This is an optimization exercise on Yosys and OpenROAD, whose aim is small area, a short achievable clock period and few clock cycles, not a production implementation.
Only simulation tests tie the RTL to the original design; equivalence was not proved.
No activity file was given, so power comes from the tool's default toggle rates.

`run.sh`:
```
#!/bin/bash
# synth_recipe.tcl (not shown) runs the flow's synth.tcl, then flattens the netlist and writes it again
# the make line also repeats each setting of config.mk as NAME=value (left out here)
make -C /OpenROAD-flow-scripts/flow DESIGN_CONFIG=/design/flow/config.mk WORK_HOME=/design/flow/orfs CLKGATE_MAP_FILE= SYNTH_SCRIPT=/design/flow/synth_recipe.tcl finish
```
`config.mk`:
```
export PLATFORM = sky130hd
export DESIGN_NAME = fixed_mac
export DESIGN_NICKNAME = fixed_mac
export VERILOG_FILES = /design/flow/design.v
export SDC_FILE = /design/flow/constraint.sdc
export NUM_CORES = 4
export LEC_CHECK = 0
export CAP_MARGIN = 20
export CORE_MARGIN = 2
export CORE_UTILIZATION = 40
export SLEW_MARGIN = 20
```
`constraint.sdc`:
```
create_clock -name core_clock -period 8.5 [get_ports {clk}]
set_input_delay 1.7000 -clock core_clock [delete_from_list [all_inputs] [get_ports {clk}]]
set_output_delay 1.7000 -clock core_clock [all_outputs]
set_load 0.01 [all_outputs]
```
`design.v`:
```
module Resize#(parameter  WI1 = 5,            
                          WF1 = 11,           
                          WIO = 6,            
                          WFO = 11           
                     ) (
                     input clk,
                     input reset,
                     input signed [ (WI1+WF1)-1 :0]input_Data,
                     output signed [ (WIO+WFO)-1 :0]final_Data,
                     input OF_saturation,
                     output overflow,
                     input UF_saturation,
                     output underflow);
reg signed [ (WI1+WF1)-1 :0]Data;
reg [WI1-1:0]Data_I;   
reg [WF1-1:0]Data_F;   
reg signed [(WIO+WFO)-1:0]Data_temp; 
reg [WIO-1:0]Data_temp_I;  
reg [WFO-1:0]Data_temp_F;  
reg OF_internal;
reg UF_internal;
wire UF_bits;
wire [WIO-1:0]Data_I_resized;
wire [WFO-1:0]Data_F_resized;
generate
    if((WFO != WF1) && (WF1 > WFO )) begin : g_uf
        assign UF_bits = |Data[WF1-WFO-1:0];
    end
    else begin : g_nouf
        assign UF_bits = 1'b0;
    end
    if (WI1 > WIO) begin : g_int_narrow
        assign Data_I_resized = {Data_I[WI1-1],Data_I[ WIO-2 :0]};
    end
    else begin : g_int_wide
        assign Data_I_resized = { {(WIO-WI1) {Data_I[WI1-1]} },Data_I};
    end
    if (WF1 > WFO) begin : g_frac_narrow
        assign Data_F_resized = Data_F[WF1-1:WF1-WFO];
    end
    else begin : g_frac_wide
        assign Data_F_resized = {Data_F,{(WFO-WF1){1'b0}}};
    end
endgenerate
always @(*) begin
    if(reset) begin
        Data  = 'd0;
        Data_I = 'd0;
        Data_F = 'd0;
    end
    else begin
        Data = input_Data;
        Data_I = Data[(WI1+WF1-1):WF1];
        Data_F = Data[(WF1-1):0];
    end
end
always@(*) begin
   if(reset) OF_internal = 0;
   else begin
       if(WIO>WI1) OF_internal = 0;
       else if(Data[WI1+WF1-1]==0)
           OF_internal = |Data[WI1+WF1-1: WF1+WIO-1];
       else if(Data[WI1+WF1-1]==1)
           OF_internal  = (~(&Data[WI1+WF1-1: WF1+WIO-1]));
       else
           OF_internal = 0;
   end    
end
always@(*) begin
    if(reset) UF_internal = 'd0;
    else begin
        UF_internal = UF_bits;
    end
end
always @(*) begin
    if(reset) begin
        Data_temp_I = 'd0;
    end
    else begin
        if(OF_internal && OF_saturation) begin
            if(Data_I[WI1-1] == 0) Data_temp_I = {Data_I[WI1-1],{(WIO-1){1'b1}}};
            else Data_temp_I = {Data_I[WI1-1],{(WIO-1){1'b0}}};
        end 
        else begin
            Data_temp_I = Data_I_resized;
        end
    end
end
always @(*) begin
    if(reset) begin
        Data_temp_F = 'd0;
    end
    else begin
        if(UF_internal && UF_saturation) begin
            Data_temp_F = {(WFO){1'b1}};
        end 
        else begin
            Data_temp_F = Data_F_resized;
        end
    end
end
always @(*) begin
	 if(reset) begin
        Data_temp = 'd0;
	 end
	 else begin
	    Data_temp = {Data_temp_I,Data_temp_F};
     end
end
assign final_Data = Data_temp;
assign overflow = OF_internal;
assign underflow = UF_internal;
endmodule
module fixed_mac
#(parameter  WI1 = 6,            
             WF1 = 10,           
             WI2 = 4,            
             WF2 = 8,           
             WIO = 15,
             WFO = 30,
             Extra = 50 
             ) (
                     input clk,
                     input reset,
                     input signed [ (WI1+WF1)-1 :0]A_data,
                     input A_valid,
                     output reg A_ready,
                     input A_last,
                     input signed [ (WI2+WF2)-1 :0]B_data,
                     input B_valid,
                     output reg B_ready,
                     input B_last,
                     output signed [ (WIO + WFO)-1 :0]out_data,
                     output  out_valid,
                     input out_ready,
                     output out_last,
                     input OF_saturation,
                     output overflow,
                     input UF_saturation,
                     output underflow                                         
               );
localparam F_int =  WI1+WI2 ;
localparam F_Frac =  WF1+WF2 ; 
reg [1:0]current_state,next_state;
localparam IDLE=2'd0, MUL=2'd1,OUT=2'd2;
reg signed [ (WI1+WF1)-1 :0]A_reg;
reg signed [ (WI2+WF2)-1 :0]B_reg;
reg A_valid_reg,B_valid_reg;
reg signed [ (WIO + WFO)-1 :0]out_data_reg;
reg valid,ready, last;
reg out_last_unused;
reg signed [F_int+F_Frac-1:0]product;
reg signed [F_int+F_Frac-1:0]product_temp; 
reg signed [F_int+F_Frac+Extra-1:0]Data;  
reg signed [F_int+F_Frac+Extra-1:0]accumulate;  
reg OF;
reg UF;
Resize #(
    .WI1(F_int+Extra),
    .WF1(F_Frac),
    .WIO(WIO),
    .WFO(WFO))
    DUT_resize(.clk(clk),.reset(reset),.input_Data(Data),.final_Data(out_data_reg),
               .OF_saturation(OF_saturation), .overflow(OF),
               .UF_saturation(UF_saturation), .underflow(UF) ); 
assign out_data = out_data_reg;
always@(posedge clk or posedge reset) begin                                                   
    if(reset)begin                                                 
        A_reg <= 'b0;                                              
        B_reg <= 'b0;                                              
        A_valid_reg <= 'b0;                                        
        B_valid_reg <= 'b0;
        last <= 'd0;                                                
    end                                                            
    else begin                                                     
        A_reg <= (A_valid && ready ) ? A_data : 'd0;   
        B_reg <= (B_valid && ready ) ? B_data : 'd0; 
        A_valid_reg <=(A_valid && ready ) ? A_valid : 'd0;                                    
        B_valid_reg <= (B_valid && ready ) ? B_valid : 'd0;
        last <= (A_valid && B_valid && ready) ? (A_last | B_last) : 'd0;                                   
    end                                                            
end                                                                
 always@(*) begin                                   
        case(current_state)  
            IDLE:begin                                        
                   ready = 'd0;                              
                   B_ready= 'd0;        
                   A_ready = 'd0;       
                end 
            MUL:begin                                        
                   ready = ~last;                              
                   B_ready= ready & A_valid;        
                   A_ready = ready & B_valid;        
                end                              
            OUT:begin                                        
                   ready = 'd0;                              
                   B_ready= 'd0;        
                   A_ready = 'd0;        
                end                                          
            default: begin                                   
                        ready = 'd0;                         
                        A_ready = 'd0;                   
                        B_ready = 'd0;                   
                     end                                     
        endcase                                                                                                   
end                                                 
always@(posedge clk or posedge reset) begin
    if(reset) current_state <= IDLE;
    else current_state <= next_state;
end
always@(*)begin
       case(current_state)
            IDLE:       begin
                            next_state <= MUL;
                        end
            MUL:        begin
                            if(last ) begin
                                next_state <= OUT;
                            end
                            else begin
                                next_state <= MUL;
                            end
                        end
            OUT:        begin  
                            if(out_ready && out_valid) begin
                                next_state <= MUL;
                            end 
                            else begin
                                next_state <= OUT;
                            end
                        end
            default: begin
                next_state <=IDLE;
            end
        endcase
end
always@(posedge clk or posedge reset) begin
    if(reset) begin
        valid <= 'd0;
        out_last_unused <= 'd0;
        accumulate <= 'd0;
        product <= 'd0;
        product_temp <= 'd0;
        Data <= 'd0;
    end
    else
      case(current_state) 
           IDLE:begin
                     valid <= 'd0;
                     out_last_unused <= 'd0;
                     accumulate <= 'd0;
                     product <= 'd0;
                     product_temp <= 'd0;
                 end
            MUL: begin  
                    valid <= 'd0;                             
                    out_last_unused <= 'd0;                 
                    if(A_valid_reg && B_valid_reg) begin
                        product <= A_reg * B_reg;
                        product_temp <= product;
                        accumulate <= accumulate + product_temp; 
                    end
                    else begin
                        product <= product;
                        product_temp <= product_temp;
                    end
                 end
            OUT :   begin
                        valid <= 'd1;
                        out_last_unused <= (out_ready && out_valid)? 'd1: 'd0;
                        product <= (out_ready && out_valid)? 'd0: product;
                        product_temp <= (out_ready && out_valid)? 'd0: product_temp;
                        Data <= accumulate + product_temp + product;
                        accumulate <=(out_ready  && out_valid) ? 'd0 :accumulate;
                    end
             default : begin
                        valid <= 'd0;
                        out_last_unused <= 'd0;
                        product <= 'd0;
                        Data <= 'd0;
                        accumulate <= 'd0;
                       end
        endcase
end
assign out_valid = (current_state == OUT ? valid :1'd0);
assign out_last = out_valid;
assign overflow = OF;
assign underflow = UF;
endmodule  
```
==> summary.md <==
| Metric | Value |
|---|---|
| Run status | `timing/DRC/antenna clean` |
| Fin crit share | `80.4%` |
| Die Height | `257 um` |
| Hold Fails Final Rpt | `0` |
| Vias per cell | `5.61` |
| Seq/Total Area, Yosys | `24.0%` |
| Logic pwr share | `48.5%` |
| Worst path bufs/invs | `3` |
| Crit path capture type | `primary output` |
| Asr flop ratio synth | `100%` |
| Worst clock skew | `0.0473 ns` |
| Gpl congestion | `0.930` |
| Post-Synthesis Cell Area | `0.0256 mm2` |
| Overall routed net length | `68.0 mm` |
| Commonest non-fill, non-tap cell in the layout | `inv_1` |
| Leak | `13.8 nW` |
| Slowest cell on crit path | `a21oi_1` |
| Post-Place Cells | `3696` |
| Worst-path clk slew | `0.06 ns` |
| P_sw | `2.61 mW` |
| Switching Fraction | `44.0%` |
| Clock power frac | `24.2%` |
| Initial DRC Count | `1457` |
| Syn Inst Count | `2913` |
| Root buf cell | `clkbuf_16` |
| Cell variety after synth | `88` |
| H-tree Lvls | `1` |
| First-pass GRT wire length | `112 mm` |
| Post-synth EDFFs | `0` |
| Max Root-Sink Buffers | `3` |
| Fillers | `6108` |
| Post-layout net count | `3319` |
| Pwr Density | `212 mW/mm2` |
| Number of buffers created by CTS | `31` |
| Total track usage | `20.4%` |
| Crit Path Max Fanout | `21` |
| CP delay by family, top | `compound AO/OA/AOI/OAI gates` |
| Die width | `257 um` |
| Clk sinks | `246` |
| Slew @ Worst Pin | `1.05 ns` |
| Critical path required time | `6.80 ns` |
| Die ar. | `0.0662 mm2` |
| Final setup vio count | `0` |
| Peak VDD IR | `0.187 mV` |
| Residual DRC count | `0` |
| Vias | `21100` |
| Post-route insts no fill | `3755` |
| Starting density of the core | `40.6%` |
| Fmax | `0.146 GHz` |
| Min Tclk post-route | `6.83 ns` |
| Io pins | `88` |
| Vias in the first global route | `20700` |
| Post-CTS Resized | `0` |
| Initial antenna violation count | `0` |
| Commonest cells after routing, fill and taps aside | `303 x inv_1, 287 x nand2_1, 244 x dfrtp_1` |
| Cell breakdown of the critical path | `clkdlybuf4s50_1 -> buf_4 -> nor2b_1 -> nand3_1 -> nor4_1 -> nand3_1 -> o311a_1 -> and2_0 -> a21oi_1 -> o21a_1 -> clkdlybuf4s50_1` |
| DP Wirelength | `53.0 mm` |
| Critical path arrival | `5.13 ns` |
| Clock latency on the worst-skew pair | `0.62 ns` |
| Post-DRT Antenna Nets | `0` |
| Drt first pass iters | `5` |
| Max-slew violations | `0` |
| Worst slew margin | `29.9%` |
| Crit start category | `input port` |
| Core area | `0.0632 mm2` |
| Reg power frac | `27.3%` |
| FP Rows | `92` |
| Largest regs | `Data (78), accumulate (78)` |
| Total gr overflow | `0` |
| CTS tree | `yes` |
| Pre-CTS WS | `1.65 ns` |
| Largest net degree at the start of global routing | `174` |
| Hold Buf Count CTS | `0` |
| Post-CTS Setup Bufs | `0` |
| Layout cells sized above 1 | `4.06%` |
| RSZ-0062 raised after global routing | `false` |
| Fin worst setup slack | `1.67 ns` |
| Register bit count reported by yosys | `246` |
| Setup TNS | `0 ns` |
| Syn-to-layout area delta | `9.07%` |
| Port Buffers | `73` |
| Max-cap viol count | `0` |
| Max incr delay on CP | `0.87 ns` |
| Worst setup path category | `input port to primary output` |
| Int Power | `3.32 mW` |
| Hold Crit Class | `flip-flop to flip-flop` |
| Syn avg cell area | `8.81 um2` |
| YS warnings | `2` |
| WL/cell | `18.1 um` |
| Top FF cell, synth | `dfrtp_1` |
-- cell type report --
cell class,count,area [um2],area share (%)
multi-input combinational,2210,17600,63.0
antenna,1,2.50,0.00894
clock inverter,21,289,1.03
clock buffer,37,828,2.96
tap,846,1060,3.78
inverter,306,1150,4.12
timing repair buffer,88,856,3.06
sequential,246,6160,22.0
-- through the flow --
step                hold slack [ns]  area [um2]  power [mW]  util [%]
CTS                           0.497       28000        5.97      44.3
finish                        0.495       28000        5.93      44.3
detailed placement            0.484       26900        4.50      42.5
global placement              0.467       26900        4.45      42.5
global route                  0.521       28000        6.39      44.3
floorplan                     0.435       25700        3.64         -
-- per-layer routing --
metal  GRT usage (%)  wire (um)  part of all wire (%)
met5               0          0                     0
met1            30.8      34300                    50
met2            31.5      29400                    43
met4            3.05        961                   1.4
met3            2.74       3390                   5.0
-- power groups by stage --
| stage | Clock (mW) | Sequential (mW) | Combinational (mW) |
|---|---|---|---|
| after global placement | 0 | 1.63 | 2.83 |
| final | 1.44 | 1.62 | 2.88 |
| after detailed placement | 0 | 1.63 | 2.87 |
| after global routing | 1.52 | 1.64 | 3.22 |
| after CTS | 1.47 | 1.61 | 2.89 |
| after floorplan | 0 | 1.49 | 2.15 |
-- cells in the mapped netlist (all sizes together), types with 11 or more instances --
cell	count	share of area, %
nor3	32	0.62
o21bai	42	1.2
o21a	29	0.85
nand2b	28	0.71
inv	306	4.5
ha	219	11
a21oi	205	4.0
a22o	165	5.6
buf	35	1.0
xor2	59	2.0
dfrtp	246	24
fa	180	14
nor2b	27	0.66
o31ai	16	0.49
a21o	96	2.8
nand4	58	1.4
nor2	128	1.9
a31oi	21	0.51
or3	14	0.34
and3	17	0.42
a211oi	11	0.32
or2	11	0.27
nand2	287	4.2
nor4	20	0.49
clkbuf	127	2.0
o21ai	134	2.6
xnor2	110	3.8
nand3	37	0.72
and2	97	2.4
o22ai	17	0.41
-- cell families (layout without fill, tap and decap cells) --
group	count (synthesis)	after routing	share of synthesized area (%)
muxes	4	4	0.166
and+or+nand+nor	783	783	15.0
DFF	246	246	24.0
adders and majority gates	399	399	24.7
buffers and inverters	469	452	7.52
AOI/OAI and AO/OA	842	842	22.8
xor gates and xnor gates	169	169	5.77
other	1	14	0.0146
-- worst min-delay path, delay by kind of cell (launching register included) --
kind	cells	cell delay, ns
flops	1	0.35
simple gates	1	0.05
compound gates	1	0.06
-- worst paths after layout --
path | start | to | slack, ns | cells past startpoint
setup / recovery | reset | out_data[37] | 1.67 | 11
hold / removal | accumulate[72] | accumulate[72] | 0.50 | 2
setup reg to reg | B_reg[11] | product[26] | 1.68 | 21
hold reg to reg | accumulate[72] | accumulate[72] | 0.50 | 2
max in group asynchronous | reset | product_temp[27] | 4.93 | 5
min in group asynchronous | reset | Data[38] | 1.92 | 4
Testbench counts, summed over its fixed seeds: cycles 23,165.

-- separate check: timing with driven ports --
How much do the figures lean on ideal ports? The routed layout below was timed once more, with nothing changed but the port constraints. Step 1 assumes that a clkbuf_16 drives the clock port and a buf_2 every other input. Step 2 also shifts input and output timing later by t, the mid clock arrival at the registers, as if the neighbouring blocks saw the same clock. Three values: ideal, step 1, step 2; two values: the first two.
shift t [ns]: 0.651
setup WS [ns]: 1.668 / 1.645 / 1.645
hold slack, ns: 0.495 / 0.495 / 0.495
worst setup path after step 2: input to output
worst slew at a driven data input, ns: 0.03
After both steps setup and hold are still met in this run. For this run, drivers alone change the setup slack by -0.023 ns; drivers and shift together by -0.023 ns.
